This design comes from an exercise in tuning for small area on the open sky130 flow, not from production work. Only simulation tests tie the RTL to the original design; equivalence was not proved. No driver is modelled on the clock port, so clocking that relies on it looks cheaper here than on a real chip. Power and IR drop assume default switching activity.

v33:
// uart_ctrl
module uart_ctrl(
    input CLK,
    input RST,
    input EN,
    input [3:0] BAUD,
    input TXEN,
    input RXEN,
    output TX,
    input RX,
    input WRITE,
    input [7:0] WRDATA,
    output ISFULL,
    input READ,
    output [7:0] RDDATA,
    output DATARDY
    );
    wire tick;
    clk_div clk_div_inst(
      .CLK(CLK),
      .RST(RST),
      .BAUD(BAUD),
      .TICK(tick)
    );
    uart_tx tx(
      .CLK(CLK),
      .RST(RST),
      .TICK(tick),
      .EN(EN & TXEN),
      .WRITE(WRITE),
      .WRDATA(WRDATA),
      .ISFULL(ISFULL),
      .TX(TX)
    );
    uart_rx rx(
      .CLK(CLK),
      .RST(RST),
      .TICK(tick),
      .EN(EN & RXEN),
      .RX(RX),
      .READ(READ),
      .RDDATA(RDDATA),
      .DATARDY(DATARDY)
    );
endmodule
Size in the first run: roughly 31 I/O pins.
==> flow/config.mk <==
export PLATFORM = sky130hd
export DESIGN_NAME = uart_ctrl
export DESIGN_NICKNAME = uart_ctrl
export VERILOG_FILES = /design/flow/design.v
export SDC_FILE = /design/flow/constraint.sdc
export NUM_CORES = 4
export LEC_CHECK = 0
export CAP_MARGIN = 0
export CORE_MARGIN = 2
export CORE_UTILIZATION = 80
export PLACE_DENSITY = 0.92
export SLEW_MARGIN = 0
==> flow/constraint.sdc <==
create_clock -name core_clock -period 10.0 [get_ports {CLK}]
set_input_delay 2.0000 -clock core_clock [delete_from_list [all_inputs] [get_ports {CLK}]]
set_output_delay 2.0000 -clock core_clock [all_outputs]
set_load 0.01 [all_outputs]
standard.sh (not shown) runs the stock make flow with config.mk's settings and CLKGATE_MAP_FILE= SYNTH_SCRIPT=/design/flow/synth_recipe.tcl, a recipe that flattens the netlist after the stock synthesis.
==> flow/flow/run.sh <==
#!/bin/bash
# Layout flow: the standard ORFS flow, with changes that only save cell
# area: an area-oriented ABC mapping script in synthesis (registers are left as
# the standard synthesis makes them), the smallest buffer on the ports, and a
# clock tree of clkbuf_4 without dummy balancing loads, in which post_cts.tcl
# upsizes any buffer whose loads would see a clock slew over 115 ps.
set -euo pipefail
W=$(pwd)
F=$W/flow

rm -rf "$W/scripts_area"
cp -r "$FLOW_HOME/scripts" "$W/scripts_area"
cp "$F/abc_area.script" "$W/scripts_area/abc_speed.script"

bash standard.sh synth SCRIPTS_DIR="$W/scripts_area" > "$W/synth.log" 2>&1
bash standard.sh place \
  BUFFER_PORTS_ARGS="-buffer_cell sky130_fd_sc_hd__buf_1" > "$W/place.log" 2>&1
bash standard.sh cts \
  CTS_ARGS="-sink_clustering_enable -repair_clock_nets -dont_use_dummy_load -buf_list sky130_fd_sc_hd__clkbuf_4" \
  POST_CTS_TCL="$F/post_cts.tcl" > "$W/cts.log" 2>&1
bash standard.sh finish > "$W/finish.log" 2>&1
==> flow/flow/post_cts.tcl <==
# Upsize the clock tree's buffers whose loads see a slow clock edge. Only
# drive strength changes; the tree's topology stays as CTS built it.
proc clk_buf_worst_load_slew { inst } {
  set worst 0.0
  set net [[$inst findITerm X] getNet]
  foreach it [$net getITerms] {
    if {[$it isOutputSignal]} continue
    set pin [get_pins [$it getName]]
    foreach a {max min} {
      foreach e {rise fall} {
        set s [get_property $pin slew_${a}_$e]
        if {[string is double -strict $s] && $s > $worst} { set worst $s }
      }
    }
  }
  return $worst
}

proc upsize_slow_clock_buffers { limit_ns } {
  set db [ord::get_db]
  set block [ord::get_db_block]
  set next [dict create \
    sky130_fd_sc_hd__clkbuf_2 sky130_fd_sc_hd__clkbuf_4 \
    sky130_fd_sc_hd__clkbuf_4 sky130_fd_sc_hd__clkbuf_8 \
    sky130_fd_sc_hd__clkbuf_8 sky130_fd_sc_hd__clkbuf_16]
  for {set pass 0} {$pass < 4} {incr pass} {
    estimate_parasitics -placement
    set changed 0
    foreach inst [$block getInsts] {
      set m [[$inst getMaster] getName]
      if {![dict exists $next $m]} continue
      set xt [$inst findITerm X]
      if {$xt eq "NULL" || [$xt getNet] eq "NULL"} continue
      if {[[$xt getNet] getSigType] ne "CLOCK"} continue
      set w [clk_buf_worst_load_slew $inst]
      if {$w > $limit_ns} {
        puts "upsize [$inst getName] $m (load slew [format %.1f [expr {$w * 1000}]] ps)"
        $inst swapMaster [$db findMaster [dict get $next $m]]
        incr changed
      }
    }
    if {$changed == 0} break
    detailed_placement
  }
  estimate_parasitics -placement
}

upsize_slow_clock_buffers 0.115
Other scripts of this flow, unchanged in this note and not shown: flow/flow/abc_area.script
Input changes introduced in v32 (baseline for comparison: v33):
# v33
export LEC_CHECK = 0
export CAP_MARGIN = 0
export CORE_MARGIN = 2
export CORE_UTILIZATION = 80
export PLACE_DENSITY = 0.92
export SLEW_MARGIN = 0
create_clock -name core_clock -period 10.0 [get_ports {CLK}]
# v32
export LEC_CHECK = 0
export CAP_MARGIN = 20
export CORE_MARGIN = 2
export CORE_UTILIZATION = 70
export PLACE_DENSITY = 0.85
export SLEW_MARGIN = 20
create_clock -name core_clock -period 10.0 [get_ports {CLK}]
Notes after the runs:
- Diff v33 -> v32: last weighted congestion value of the routability-driven placer -12%, die area saw an increase, pin count of the biggest net entering global routing now sits higher, number of global-route vias before repair shrank by 390, area of the placeable core increased by 14% relative to the old numbers.
- Re core utilization: v33 and v32 aren't equal, and the lower value belongs to v32.
- As far as number of sequential storage elements goes, v32 and v33 are indistinguishable; the numbers are identical.
- Compared with v33, v32 shows clock network power consumption lower by about 2%.
What v43 does differently from v32 at the input level:
# v32
export LEC_CHECK = 0
export CAP_MARGIN = 20
export CORE_MARGIN = 2
export CORE_UTILIZATION = 70
export PLACE_DENSITY = 0.85
export SLEW_MARGIN = 20
create_clock -name core_clock -period 10.0 [get_ports {CLK}]
# v43
export LEC_CHECK = 0
export CAP_MARGIN = 20
export CORE_MARGIN = 2
export CORE_UTILIZATION = 40
export SLEW_MARGIN = 20
create_clock -name core_clock -period 10.0 [get_ports {CLK}]
==> flow/flow/run.sh <==
#!/bin/bash
# Layout flow: the standard ORFS flow, with three changes that only save cell
# area: an area-oriented ABC mapping script in synthesis (registers are left as
# the standard synthesis makes them), the smallest buffer on the ports, and a
# clock tree of clkbuf_8 without dummy balancing loads.
set -euo pipefail
W=$(pwd)
F=$W/flow

rm -rf "$W/scripts_area"
cp -r "$FLOW_HOME/scripts" "$W/scripts_area"
cp "$F/abc_area.script" "$W/scripts_area/abc_speed.script"

bash standard.sh synth SCRIPTS_DIR="$W/scripts_area" > "$W/synth.log" 2>&1
bash standard.sh place \
  BUFFER_PORTS_ARGS="-buffer_cell sky130_fd_sc_hd__buf_1" > "$W/place.log" 2>&1
bash standard.sh cts \
  CTS_ARGS="-sink_clustering_enable -repair_clock_nets -dont_use_dummy_load -buf_list sky130_fd_sc_hd__clkbuf_8" \
  > "$W/cts.log" 2>&1
bash standard.sh finish > "$W/finish.log" 2>&1
removed: flow/flow/post_cts.tcl
==> run notes <==
- v32 → v43: design area higher; number of sinks on the clock net saw little to no change.
- Summary — internal portion of total power, v43 relative to v32: higher, by 4.4%.
- Clock-pin slew reported for the worst setup and hold paths after clock tree synthesis ends up lower on v43.
- Largest incremental delay on the critical path: v43 and v32 compared, lower one is v43
- Looking at wire length across both flows, v43 is the weaker of the two, with v32 ahead.
- Global-route wire length before repair grows by a few percent when moving from v32 to v43.
- Summary of v43 over v32: via count of the first global-routing pass moved up, portion of total power attributed to combinational logic moved up.
The inputs of v13 differ from those of v43 as listed below.
# v43
export LEC_CHECK = 0
export CAP_MARGIN = 20
export CORE_MARGIN = 2
export CORE_UTILIZATION = 40
export SLEW_MARGIN = 20
create_clock -name core_clock -period 10.0 [get_ports {CLK}]
# v13
export LEC_CHECK = 0
export CAP_MARGIN = 20
export CORE_MARGIN = 2
export CORE_UTILIZATION = 80
export PLACE_DENSITY = 0.92
export SLEW_MARGIN = 20
create_clock -name core_clock -period 10.0 [get_ports {CLK}]
==> flow/flow/run.sh <==
#!/bin/bash
# Layout flow: the standard ORFS flow, with changes that only save cell
# area: an area-oriented ABC mapping script in synthesis (registers are left as
# the standard synthesis makes them), the smallest buffer on the ports, and a
# clock tree of clkbuf_4 without dummy balancing loads, in which post_cts.tcl
# upsizes any buffer whose loads would see a clock slew over 115 ps.
set -euo pipefail
W=$(pwd)
F=$W/flow

rm -rf "$W/scripts_area"
cp -r "$FLOW_HOME/scripts" "$W/scripts_area"
cp "$F/abc_area.script" "$W/scripts_area/abc_speed.script"

bash standard.sh synth SCRIPTS_DIR="$W/scripts_area" > "$W/synth.log" 2>&1
bash standard.sh place \
  BUFFER_PORTS_ARGS="-buffer_cell sky130_fd_sc_hd__buf_1" > "$W/place.log" 2>&1
bash standard.sh cts \
  CTS_ARGS="-sink_clustering_enable -repair_clock_nets -dont_use_dummy_load -buf_list sky130_fd_sc_hd__clkbuf_4" \
  POST_CTS_TCL="$F/post_cts.tcl" > "$W/cts.log" 2>&1
bash standard.sh finish > "$W/finish.log" 2>&1
==> flow/flow/post_cts.tcl (new file) <==
# Upsize the clock tree's buffers whose loads see a slow clock edge. Only
# drive strength changes; the tree's topology stays as CTS built it.
proc clk_buf_worst_load_slew { inst } {
  set worst 0.0
  set net [[$inst findITerm X] getNet]
  foreach it [$net getITerms] {
    if {[$it isOutputSignal]} continue
    set pin [get_pins [$it getName]]
    foreach a {max min} {
      foreach e {rise fall} {
        set s [get_property $pin slew_${a}_$e]
        if {[string is double -strict $s] && $s > $worst} { set worst $s }
      }
    }
  }
  return $worst
}

proc upsize_slow_clock_buffers { limit_ns } {
  set db [ord::get_db]
  set block [ord::get_db_block]
  set next [dict create \
    sky130_fd_sc_hd__clkbuf_2 sky130_fd_sc_hd__clkbuf_4 \
    sky130_fd_sc_hd__clkbuf_4 sky130_fd_sc_hd__clkbuf_8 \
    sky130_fd_sc_hd__clkbuf_8 sky130_fd_sc_hd__clkbuf_16]
  for {set pass 0} {$pass < 4} {incr pass} {
    estimate_parasitics -placement
    set changed 0
    foreach inst [$block getInsts] {
      set m [[$inst getMaster] getName]
      if {![dict exists $next $m]} continue
      set xt [$inst findITerm X]
      if {$xt eq "NULL" || [$xt getNet] eq "NULL"} continue
      if {[[$xt getNet] getSigType] ne "CLOCK"} continue
      set w [clk_buf_worst_load_slew $inst]
      if {$w > $limit_ns} {
        puts "upsize [$inst getName] $m (load slew [format %.1f [expr {$w * 1000}]] ps)"
        $inst swapMaster [$db findMaster [dict get $next $m]]
        incr changed
      }
    }
    if {$changed == 0} break
    detailed_placement
  }
  estimate_parasitics -placement
}

upsize_slow_clock_buffers 0.115
Notes after the runs:
v13 against v43: full die area decreased by 49% relative to the old numbers; cell area decreased by 240 um2 relative to the old numbers; routability-driven placement congestion ratio increased by about 5% relative to the old numbers; worst setup margin decreased by 480 ps relative to the old numbers. Endpoint of the worst setup timing path: RDDATA[7] -> v13, RDDATA[3] -> v43.

* * *

job 4751:
The RTL this note starts from:
==> flow/design.v <==
`timescale 1ns / 1ps
module clk_div(
    input  CLK,
    input  RST,
    input  [3:0] BAUD,
    output TICK
    );
    reg [18:0] cnt;
    wire baud_dflt = (BAUD == 4'd5) | (BAUD >= 4'd10);
    assign TICK =
      ((BAUD == 4'd0) & cnt[2] & cnt[4] & cnt[9] & cnt[10] & cnt[12] & cnt[16] & cnt[18]) |
      ((BAUD == 4'd1) & cnt[1] & cnt[3] & cnt[8] & cnt[9] & cnt[11] & cnt[15] & cnt[17]) |
      ((BAUD == 4'd2) & cnt[2] & cnt[7] & cnt[8] & cnt[10] & cnt[14] & cnt[16]) |
      ((BAUD == 4'd3) & cnt[1] & cnt[6] & cnt[7] & cnt[9] & cnt[13] & cnt[15]) |
      ((BAUD == 4'd4) & cnt[5] & cnt[6] & cnt[8] & cnt[12] & cnt[14]) |
      (baud_dflt & cnt[4] & cnt[5] & cnt[7] & cnt[11] & cnt[13]) |
      ((BAUD == 4'd6) & cnt[0] & cnt[1] & cnt[2] & cnt[4] & cnt[6] & cnt[10] & cnt[12]) |
      ((BAUD == 4'd7) & cnt[0] & cnt[1] & cnt[3] & cnt[5] & cnt[9] & cnt[11]) |
      ((BAUD == 4'd8) & cnt[0] & cnt[1] & cnt[2] & cnt[6] & cnt[7] & cnt[9] & cnt[10]) |
      ((BAUD == 4'd9) & cnt[0] & cnt[1] & cnt[5] & cnt[6] & cnt[8] & cnt[9]);
    always @(posedge CLK) begin
      if (RST | TICK)
        cnt <= 19'd0;
      else
        cnt <= cnt + 19'd1;
    end
endmodule
`timescale 1ns / 1ps
module memory;
endmodule
`timescale 1ns / 1ps
module circular_buff;
endmodule
`timescale 1ns / 1ps
module uart_tx(
  input        CLK,
  input        RST,
  input        TICK,
  input        EN,
  input        WRITE,
  input  [7:0] WRDATA,
  output       ISFULL,
  output       TX
);
  reg [63:0] slots;
  reg [3:0]  cnt;
  reg [8:0]  sr;
  reg        tx_reg;
  wire       idle  = (sr == 9'd0);
  wire       pop   = TICK & idle & EN & (cnt != 4'd0);
  wire       push  = WRITE & (~cnt[3] | pop);
  reg  [7:0] hdata;
  integer    j;
  always @(*) begin
    hdata = 8'd0;
    for (j = 0; j < 8; j = j + 1)
      hdata = hdata | ({8{cnt[2:0] == ((j + 1) & 7)}} & slots[j*8 +: 8]);
  end
  always @(posedge CLK) begin
    if (push)
      slots <= {slots[55:0], WRDATA};
  end
  always @(posedge CLK) begin
    if (RST)
      cnt <= 4'd0;
    else if (push & ~pop)
      cnt <= cnt + 4'd1;
    else if (pop & ~push)
      cnt <= cnt - 4'd1;
  end
  always @(posedge CLK) begin
    if (RST) begin
      sr     <= 9'd0;
      tx_reg <= 1'b1;
    end
    else if (TICK) begin
      tx_reg <= pop ? 1'b0 : (idle | sr[0]);
      sr     <= pop ? {1'b1, hdata} : {1'b0, sr[8:1]};
    end
  end
  assign ISFULL = cnt[3];
  assign TX     = tx_reg;
endmodule
`timescale 1ns / 1ps
module uart_rx(
  input        CLK,
  input        RST,
  input        TICK,
  input        EN,
  input        RX,
  input        READ,
  output [7:0] RDDATA,
  output       DATARDY
);
  reg [63:0] slots;
  reg [3:0]  k;
  reg [3:0]  st;      
  wire       recv   = (st != 4'd0);
  wire       start  = TICK & ~recv & EN & ~RX & ~k[3];
  wire       sample = TICK & recv & (st != 4'd9);
  wire       rdy    = (k != 4'd0) & ~((k == 4'd1) & recv);
  wire       pop    = READ & rdy;
  reg  [7:0] head;
  integer    j;
  always @(*) begin
    head = 8'd0;
    for (j = 0; j < 8; j = j + 1)
      head = head | ({8{k[2:0] == ((j + 1) & 7)}} & slots[j*8 +: 8]);
  end
  always @(posedge CLK) begin
    if (start)
      slots[63:8] <= slots[55:0];
    if (start | sample)
      slots[7:0] <= {RX, slots[7:1]};
  end
  always @(posedge CLK) begin
    if (RST)
      k <= 4'd0;
    else if (start & ~pop)
      k <= k + 4'd1;
    else if (pop & ~start)
      k <= k - 4'd1;
  end
  always @(posedge CLK) begin
    if (RST)
      st <= 4'd0;
    else if (TICK) begin
      if (st == 4'd9)
        st <= 4'd0;
      else if (recv | start)
        st <= st + 4'd1;
    end
  end
  assign RDDATA  = head;
  assign DATARDY = rdy;
endmodule
`timescale 1ns / 1ps
module uart_ctrl(
    input CLK,
    input RST,
    input EN,
    input [3:0] BAUD,
    input TXEN,
    input RXEN,
    output TX,
    input RX,
    input WRITE,
    input [7:0] WRDATA,
    output ISFULL,
    input READ,
    output [7:0] RDDATA,
    output DATARDY
    );
    wire tick;
    clk_div clk_div_inst(
      .CLK(CLK),
      .RST(RST),
      .BAUD(BAUD),
      .TICK(tick)
    );
    uart_tx tx(
      .CLK(CLK),
      .RST(RST),
      .TICK(tick),
      .EN(EN & TXEN),
      .WRITE(WRITE),
      .WRDATA(WRDATA),
      .ISFULL(ISFULL),
      .TX(TX)
    );
    uart_rx rx(
      .CLK(CLK),
      .RST(RST),
      .TICK(tick),
      .EN(EN & RXEN),
      .RX(RX),
      .READ(READ),
      .RDDATA(RDDATA),
      .DATARDY(DATARDY)
    );
endmodule
clock: 10.0 ns
lec_check: 0
cap_margin: 20
core_margin: 2
core_utilization: 40
slew_margin: 20
run.sh (not shown) runs the stock make flow with config.mk's settings and CLKGATE_MAP_FILE= SYNTH_SCRIPT=/design/flow/synth_recipe.tcl, a recipe that flattens the netlist after the stock synthesis.
Stock flow here: none of the scripts above is used.
Changes in job 7586 relative to job 4751:
diff --git a/flow/config.mk b/flow/config.mk
--- a/flow/config.mk
+++ b/flow/config.mk
@@ -9,3 +9,7 @@
 export CORE_MARGIN = 2
-export CORE_UTILIZATION = 40
+export CORE_UTILIZATION = 65
+export CTS_BUF_LIST = sky130_fd_sc_hd__clkbuf_8
+export CTS_CLUSTER_DIAMETER = 100
+export CTS_CLUSTER_SIZE = 30
+export PLACE_DENSITY = 0.8
 export SLEW_MARGIN = 20
Notes after the runs:
- Going from job 4751 to job 7586, the maximum frequency was found to have gone up by 2.2 MHz.
- Diff job 7586 and job 4751: proportion of layout cells with a drive suffix above 1 higher in job 7586
- Going from job 4751 to job 7586, sequential cell area share has increased, final worst slack picked up an extra 65 ps, required time at the endpoint of the critical path climbed 40 ps, fraction of the cycle the final worst path needs shrank by 0.65 points.
- In job 7586 relative to job 4751, routed wire length had gone down slightly.
Inputs modified between job 7586 and job 6333:
diff --git a/flow/config.mk b/flow/config.mk
--- a/flow/config.mk
+++ b/flow/config.mk
@@ -10,5 +10,3 @@
 export CORE_UTILIZATION = 65
-export CTS_BUF_LIST = sky130_fd_sc_hd__clkbuf_8
-export CTS_CLUSTER_DIAMETER = 100
-export CTS_CLUSTER_SIZE = 30
+export CTS_BUF_LIST = sky130_fd_sc_hd__clkbuf_2 sky130_fd_sc_hd__clkbuf_4 sky130_fd_sc_hd__clkbuf_8
 export PLACE_DENSITY = 0.8
==> comparison <==
- Between job 7586 and job 6333, the difference in area enclosed by the die boundary is negligible.
- The combinational share of power of job 7586 and that of job 6333 are within noise of each other.
- Delta (job 6333 minus job 7586): quantity of gates resized following cts shows no meaningful change, sequential fraction of total cell area shows no meaningful change.

[static timing again, ports no longer ideal]
How much do the figures lean on ideal ports? The routed layouts below were timed once more, with nothing changed but the port constraints. Step 1: set_driving_cell puts a clkbuf_16 on CLK and a buf_2 on each other input, an assumption about the parent block. Step 2 moves the port delays by t, midway between the first and last clock arrival at a register: inputs arrive t later, outputs are due t later. That takes back most of the time a late clock gives input paths. a / b / c = no drivers / after step 1 / after step 2; a / b = the first two.
run | t (ns) | setup slack, ns | slew at the worst register clock pin (ns) | cell pins on the clock port's net
v33 | 0.397 | 5.269 / 5.234 / 5.529 | 0.12 / 0.12 | 1
v32 | 0.385 | 5.462 / 5.426 / 5.733 | 0.11 / 0.11 | 1
v43 | 0.463 | 5.676 / 5.638 / 5.696 | 0.09 / 0.09 | 1
v13 | 0.395 | 5.198 / 5.163 / 5.558 | 0.11 / 0.11 | 1
job 4751 | 0.455 | 4.545 / 4.561 / 4.106 | 0.07 / 0.07 | 1
job 7586 | 0.488 | 4.609 / 4.619 / 4.131 | 0.09 / 0.09 | 1
job 6333 | 0.488 | 4.609 / 4.619 / 4.131 | 0.09 / 0.09 | 1
After both steps setup and hold are still met in every run listed.
